This is an optimization exercise on Yosys and OpenROAD, whose aim is small area, a short achievable clock period and few clock cycles, not a production implementation.
Function not checked in this run: the RTL went through the layout flow alone.

==> flow/design.v <==
module LCD_CTRL(clk, reset, IROM_Q, cmd, cmd_valid, IROM_EN, IROM_A, IRB_RW, IRB_D, IRB_A, busy, done);
input clk;
input reset;
input [7:0] IROM_Q;
input [2:0] cmd;
input cmd_valid;
output IROM_EN;
output [5:0] IROM_A;
output IRB_RW;
output [7:0] IRB_D;
output [5:0] IRB_A;
output busy;
output done;
reg        IROM_EN;
reg  [5:0] IROM_A;
reg        IRB_RW;
reg  [7:0] IRB_D;
reg  [5:0] IRB_A;
reg        done;
localparam [383:0] SPIRAL = 384'hff81c0fb9df03c8181f7abe85d0142f3b9e07d8103db1389d72ba959134ad339a179930bb6a552b2b96275a51392371b;
reg  [511:0] img;         
reg  [63:0]  req;         
reg  [63:0]  pend;        
reg  [6:0]   rt;          
reg  [6:0]   cl;          
reg  [2:0]   c_r;         
reg          v_r;
reg          ok;          
reg          flush;       
reg  [5:0]   land_a;      
reg          land_v;
wire [7:0] rt8 = {1'b0, rt};
wire [7:0] rb8 = {rt, 1'b0};
wire [7:0] cl8 = {1'b0, cl};
wire [7:0] cr8 = {cl, 1'b0};
wire is_data = c_r[2] & (c_r[0] | c_r[1]);             
wire is_wr   = (c_r == 3'd0);
wire exec    = v_r & (~is_data | ok);
wire exec_d  = v_r & is_data & ok;
assign busy  = flush | (v_r & is_wr) | (v_r & is_data & ~ok);
wire accept  = cmd_valid & ~busy & ~done;
wire mv_up = exec & (c_r == 3'd1) & ~rt[0];
wire mv_dn = exec & (c_r == 3'd2) & ~rt[6];
wire mv_lf = exec & (c_r == 3'd3) & ~cl[0];
wire mv_rt = exec & (c_r == 3'd4) & ~cl[6];
wire [6:0] rt_n = mv_up ? {1'b0, rt[6:1]} : mv_dn ? {rt[5:0], 1'b0} : rt;
wire [6:0] cl_n = mv_lf ? {1'b0, cl[6:1]} : mv_rt ? {cl[5:0], 1'b0} : cl;
wire [7:0] rt8n = {1'b0, rt_n};
wire [7:0] rb8n = {rt_n, 1'b0};
wire [7:0] cl8n = {1'b0, cl_n};
wire [7:0] cr8n = {cl_n, 1'b0};
wire [63:0] rowT, rowB;   
genvar gr, gc, gi;
generate
for (gc = 0; gc < 8; gc = gc + 1) begin : rd
    wire [7:0] t [0:7];
    wire [7:0] b [0:7];
    for (gr = 0; gr < 8; gr = gr + 1) begin : rr
        if (gr == 0) begin : f
            assign t[gr] = {8{rt8[gr]}} & img[(gr*8+gc)*8 +: 8];
            assign b[gr] = {8{rb8[gr]}} & img[(gr*8+gc)*8 +: 8];
        end else begin : n
            assign t[gr] = t[gr-1] | ({8{rt8[gr]}} & img[(gr*8+gc)*8 +: 8]);
            assign b[gr] = b[gr-1] | ({8{rb8[gr]}} & img[(gr*8+gc)*8 +: 8]);
        end
    end
    assign rowT[gc*8 +: 8] = t[7];
    assign rowB[gc*8 +: 8] = b[7];
end
endgenerate
reg [7:0] w00, w01, w10, w11;
integer k;
always @(*) begin
    w00 = 8'd0; w01 = 8'd0; w10 = 8'd0; w11 = 8'd0;
    for (k = 0; k < 8; k = k + 1) begin
        w00 = w00 | ({8{cl8[k]}} & rowT[k*8 +: 8]);
        w01 = w01 | ({8{cr8[k]}} & rowT[k*8 +: 8]);
        w10 = w10 | ({8{cl8[k]}} & rowB[k*8 +: 8]);
        w11 = w11 | ({8{cr8[k]}} & rowB[k*8 +: 8]);
    end
end
wire [9:0] sum = {2'b00, w00} + {2'b00, w01} + {2'b00, w10} + {2'b00, w11};
wire [7:0] avg = sum[9:2];
wire m_x = c_r[1];                   
wire m_y = c_r[0];
reg [7:0] nv00, nv01, nv10, nv11;
always @(*) begin
    case (c_r[1:0])
    2'b10:   begin nv00 = w10; nv01 = w11; nv10 = w00; nv11 = w01; end    
    2'b11:   begin nv00 = w01; nv01 = w00; nv10 = w11; nv11 = w10; end    
    default: begin nv00 = avg; nv01 = avg; nv10 = avg; nv11 = avg; end    
    endcase
end
wire [63:0] win_c, win_n00, win_n01, win_n10, win_n11, land_dec, irom_dec;
generate
for (gi = 0; gi < 64; gi = gi + 1) begin : msk
    assign win_c[gi]   = (rt8[gi/8] | rb8[gi/8]) & (cl8[gi%8] | cr8[gi%8]);
    assign win_n00[gi] = rt8n[gi/8] & cl8n[gi%8];
    assign win_n01[gi] = rt8n[gi/8] & cr8n[gi%8];
    assign win_n10[gi] = rb8n[gi/8] & cl8n[gi%8];
    assign win_n11[gi] = rb8n[gi/8] & cr8n[gi%8];
    assign land_dec[gi] = land_v & (land_a == gi);
    assign irom_dec[gi] = ~IROM_EN & (IROM_A == gi);
end
endgenerate
wire [63:0] have = req & ~irom_dec;
wire ok_n = |(win_n00 & have) & |(win_n01 & have) & |(win_n10 & have) & |(win_n11 & have);
wire [63:0] win_n = win_n00 | win_n01 | win_n10 | win_n11;
wire [63:0] dem   = win_n & ~req;
wire [63:0] lc    = (|dem) ? dem : ~req;
wire [63:0] lc_p;         
wire [63:0] lg;           
wire [5:0]  la;
generate
for (gi = 0; gi < 64; gi = gi + 1) begin : lp
    assign lc_p[gi] = lc[SPIRAL[gi*6 +: 6]];
end
endgenerate
wire [63:0] lg_p = lc_p & ~pre_or(lc_p);
reg  [5:0]  la_r;
reg  [63:0] lg_r;
integer j;
always @(*) begin
    la_r = 6'd0; lg_r = 64'd0;
    for (j = 0; j < 64; j = j + 1) begin
        la_r = la_r | ({6{lg_p[j]}} & SPIRAL[j*6 +: 6]);
        lg_r[SPIRAL[j*6 +: 6]] = lg_p[j];
    end
end
wire issue = |lc;
wire [63:0] wc   = pend & ~(flush ? 64'd0 : win_c);
wire [63:0] wc_p;
generate
for (gi = 0; gi < 64; gi = gi + 1) begin : wp
    assign wc_p[gi] = wc[SPIRAL[(63-gi)*6 +: 6]];
end
endgenerate
wire [63:0] wg_p = wc_p & ~pre_or(wc_p);
reg  [5:0]  wa_r;
reg  [63:0] wg_r;
reg  [7:0]  wd_r;
integer j2;
always @(*) begin
    wa_r = 6'd0; wg_r = 64'd0; wd_r = 8'd0;
    for (j2 = 0; j2 < 64; j2 = j2 + 1) begin
        wa_r = wa_r | ({6{wg_p[j2]}} & SPIRAL[(63-j2)*6 +: 6]);
        wg_r[SPIRAL[(63-j2)*6 +: 6]] = wg_p[j2];
    end
    for (j2 = 0; j2 < 64; j2 = j2 + 1)
        wd_r = wd_r | ({8{wg_r[j2]}} & img[j2*8 +: 8]);
end
wire wany = |wc;
function [63:0] pre_or;
    input [63:0] v;
    reg [63:0] s;
    integer d, i;
    begin
        s = v;
        for (d = 1; d < 64; d = d * 2)
            for (i = 63; i >= 0; i = i - 1)
                if (i >= d) s[i] = s[i] | s[i-d];
        pre_or = {s[62:0], 1'b0};
    end
endfunction
always @(posedge clk or posedge reset) begin
    if (reset) begin
        rt <= 7'b0001000; cl <= 7'b0001000;
        c_r <= 3'd0; v_r <= 1'b0; ok <= 1'b0; flush <= 1'b0; done <= 1'b0;
        req <= 64'd1 << 27; pend <= 64'd0;
        IROM_A <= 6'd27; IROM_EN <= 1'b0;
        land_a <= 6'd0; land_v <= 1'b0;
        IRB_RW <= 1'b1; IRB_A <= 6'd0; IRB_D <= 8'd0;
    end else begin
        if (accept) begin c_r <= cmd; v_r <= 1'b1; end
        else if (exec) v_r <= 1'b0;
        rt <= rt_n; cl <= cl_n;
        ok <= ok_n;
        if (exec & is_wr) flush <= 1'b1;
        req <= req | (issue ? lg_r : 64'd0);
        IROM_A <= la_r; IROM_EN <= ~issue;
        land_a <= IROM_A; land_v <= ~IROM_EN;
        pend <= (pend & ~wg_r) | land_dec | (exec_d ? win_c : 64'd0);
        IRB_RW <= ~wany; IRB_A <= wa_r; IRB_D <= wd_r;
        done <= done | (flush & ~|pend & &req & IROM_EN & ~land_v);
    end
end
integer q;
always @(posedge clk) begin
    for (q = 0; q < 64; q = q + 1)
        if (land_dec[q]) img[q*8 +: 8] <= IROM_Q;
        else if (exec_d & win_c[q])
            img[q*8 +: 8] <= rt8[q/8] ? (cl8[q%8] ? nv00 : nv01) : (cl8[q%8] ? nv10 : nv11);
end
endmodule
==> flow/run.sh <==
#!/bin/bash
# synth_recipe.tcl (not shown) runs the flow's synth.tcl, then flattens the netlist and writes it again
# the make line also repeats each setting of config.mk as NAME=value (left out here)
make -C /OpenROAD-flow-scripts/flow DESIGN_CONFIG=/design/flow/config.mk WORK_HOME=/design/flow/orfs CLKGATE_MAP_FILE= SYNTH_SCRIPT=/design/flow/synth_recipe.tcl finish
==> flow/config.mk <==
export PLATFORM = sky130hd
export DESIGN_NAME = LCD_CTRL
export DESIGN_NICKNAME = LCD_CTRL
export VERILOG_FILES = /design/flow/design.v
export SDC_FILE = /design/flow/constraint.sdc
export NUM_CORES = 8
export LEC_CHECK = 0
export CAP_MARGIN = 20
export CORE_MARGIN = 2
export CORE_UTILIZATION = 30
export SLEW_MARGIN = 20
==> flow/constraint.sdc <==
create_clock -name core_clock -period 11.0 [get_ports {clk}]
set_input_delay 2.2000 -clock core_clock [delete_from_list [all_inputs] [get_ports {clk}]]
set_output_delay 2.2000 -clock core_clock [all_outputs]
set_load 0.01 [all_outputs]
==> run notes <==
sequential fraction of the synthesis area=38.92%; Max Fanout on Critical Path=51; vias in the first global route=53649; mapped cell area=50970 um^2; Max Buffers Root-to-Sink=3; DIE AREA=173200 um^2; Setup WS post-layout=around 2900 ps; area leader, netlist=edfxtp_1; drt wl/cell=49.86 um; Layout Nets=6134; Post-synth ARST share=25.80%; Syn Inst Count=6118; # DRC=0; Worst EP required=11390 ps; cts bufs inserted=92; fin crit share=between 70% and 80%; RSZ-0062 raised after global routing=no; filler cell count=17492; FF-to-FF path depth=24; number of I/O pins=38; Routed Wire Length=420500 um; via count=60712; Setup WS pre-CTS=between 3000 and 4000 ps; Placer Congestion=roughly 1.1; prevailing post-synth register cell=edfxtp_1; row cnt=about 150; htree depth=3; CTS tree=yes; Die Y=416.2 um; Slew @ Worst Pin=1291 ps; Rel. slew slack=13.73%; core area=169100 um^2; Multi-input gate area=29270 um^2; largest net degree at the start of global routing=around 110; Critical Path Sink=img[367]$_DFFE_PP_; Yosys reg bits=690; DR vias/cell=7.198; # setup viols final=0; FF-to-FF End=img[367]$_DFFE_PP_; startpoint types=flip-flop; Final Skew=a little over 60 ps; clk sinks=690; share of the synthesized area in the top cell type=about 30%; number of synthesized flops with an enable pin=512; First-pass DRT Iterations=13; crit path from=rt[3]$_DFF_PP1_; Setup crit end kind=flip-flop; commonest cells in the netlist=nor2_1 (979), nand2_1 (659), edfxtp_1 (512); Worst-Skew Late Latency=800 ps; Final HPWL DP=316300 um; postcts setup bufs=0; Finished Core Util=34.74%; Die Wd=416.2 um; Distinct cells, synth=111; Resized Gates After CTS=0; grt ovf=0; syn_nets=6155; port bufs=37; count leader, synth=nor2_1; Max Fclk=about 0.12 GHz; most area-consuming cells after synthesis=edfxtp_1 (30%), dfrtp_1 (8.3%), nor2_1 (7.2%); Clk pin slew, worst setup/hold paths=60 ps; Syn. warnings=1; Slew Viols, Final=0; Reg-to-Reg Start=rt[3]$_DFF_PP1_; antenna-violating nets left=0; worst path arrival time=8450 ps; total track usage=46.81%; register-to-register setup slack=2930 ps; Hold Vio Cnt, Final=0; crit path kind=reg -> reg; outcome=no timing/DRC/antenna violations; DRT iter0 DRCs=14044; area grow syn2layout=15.25%; Final Critical Period=approximately 8100 ps; syn avg cell area=8.332 um^2; Worst Hold Class=reg -> reg; Starting Density=between 30 and 40%; initial antenna violation count=68; Root Buffer=clkbuf_16; layout cells sized above 1=between 10% and 20%; hold buffers post-CTS=0; first-pass GRT wire length=around 540000 um; Fin Setup TNS=0 ps; number of max-cap violations=0; register area=19880 um^2
sequential cells by signal (all words and copies together), names as in the netlist:
register	cells
v_r	1
img	512
req	64
IRB_RW	1
IRB_D	8
IROM_A	6
IROM_EN	1
cl	7
rt	7
ok	1
done	1
flush	1
land_a	6
land_v	1
IRB_A	6
pend	64
c_r	3
final cells by class:
type | instances | share of cell area (%)
Antenna cell | 41 | 0.1746
Clock buffer | 112 | 4.241
Clock inverter | 60 | 1.261
Inverter | 133 | 0.8626
Multi-Input combinational cell | 4809 | 49.82
Sequential cell | 690 | 33.83
Tap cell | 2218 | 4.724
Timing Repair Buffer | 371 | 5.084
routing by layer:
| layer | global-route usage [%] | share of wire, % | routed length [um] |
|---|---|---|---|
| met1 | 57.66 | 37 | 154000 |
| met2 | 64.73 | 40 | 166300 |
| met3 | 19.92 | 15 | 61410 |
| met4 | 34.11 | 9.2 | 38520 |
| met5 | 0 | 0.080 | 336 |
worst min-delay path by stage:
stage,cells past startpoint,start,end
finish,0,IROM_A[4]$_DFF_PP1_,land_a[4]$_DFF_PP0_
global route,0,IROM_A[4]$_DFF_PP1_,land_a[4]$_DFF_PP0_
CTS,1,ok$_DFF_PP0_,v_r$_DFFE_PP0P_
detailed placement,1,ok$_DFF_PP0_,v_r$_DFFE_PP0P_
global placement,1,ok$_DFF_PP0_,v_r$_DFFE_PP0P_
floorplan,0,IROM_A[4]$_DFF_PP1_,land_a[4]$_DFF_PP0_
cell families (layout without fill, tap and decap cells):
| group | after synthesis | after routing | synth area share (%) |
|---|---|---|---|
| AOI/OAI and AO/OA | 1987 | 1987 | 26.66 |
| xor gates and xnor gates | 5 | 5 | 0.08593 |
| adders and majority gates | 23 | 23 | 0.8002 |
| buffers and inverters | 619 | 676 | 4.723 |
| DFF | 690 | 690 | 38.92 |
| muxes | 356 | 356 | 7.285 |
| other | 0 | 41 | 0 |
| and+or+nand+nor | 2438 | 2438 | 21.53 |
cell usage in the layout (no fill, tap or decap), drive strengths merged, types with 62 or more instances in the layout:
master | netlist | routed
a21oi | 358 | 358
nand2 | 660 | 660
dfrtp | 170 | 170
edfxtp | 512 | 512
o21ai | 416 | 416
inv | 127 | 135
nand3 | 283 | 283
buf | 119 | 340
mux2i | 236 | 236
a22oi | 409 | 409
a222oi | 200 | 200
nor3 | 111 | 111
nor4 | 62 | 62
a31oi | 167 | 167
nand4 | 80 | 80
nor2 | 981 | 981
mux2 | 120 | 120
clkbuf | 367 | 114
critical path: stages, from the launching register on:
cell	delay (ps)
dfstp_4	1290
buf_4	490
buf_4	370
a222oi_1	150
nand3_1	260
a21oi_1	110
nand3_1	220
inv_1	120
fa_1	530
inv_1	90
fa_1	460
ha_1	320
nor2b_1	160
o21ai_0	190
nand2b_1	120
a21o_1	190
a21o_1	200
a21o_1	190
a21oi_1	130
or2_2	170
nand2_1	160
buf_4	210
mux2i_1	880
mux2_2	300
o21ai_0	240
stage by stage:
step	area, um^2	hold slack [ps]	cells
2_1_floorplan	50970	431.5	6118
5_1_grt	58640	496.1	8393
6_report	58750	488.4	8434
3_3_place_gp	55150	472.0	8205
4_1_cts	58560	500.9	8387
3_5_place_dp	55330	497.9	8215

[separate check: timing with driven ports]
No port has a modelled driver above. Below, the same layout with a new extraction and two added sets of constraints.
Step 1: set_driving_cell puts a clkbuf_16 on clk and a buf_2 on each other input, an assumption about the parent block.
Step 2, shift: input delay + t, output delay - t, t = (earliest + latest rising clock arrival at the registers) / 2. This alone moves slack from input paths to output paths.
Slacks: ideal ports / drivers / drivers and shift; pairs: ideal ports / drivers.
t (ns): 0.856
setup WS [ns]: 2.935 / 2.935 / 2.935
clock arrival spread, ns: 0.060 / 0.060
worst register clock-pin slew, ns: 0.07 / 0.07
worst slew at a driven data input, ns: 0.05
After both steps setup and hold are still met in this run. The setup slack of this run moves by 0.000 ns with the drivers and by 0.000 ns with both steps.
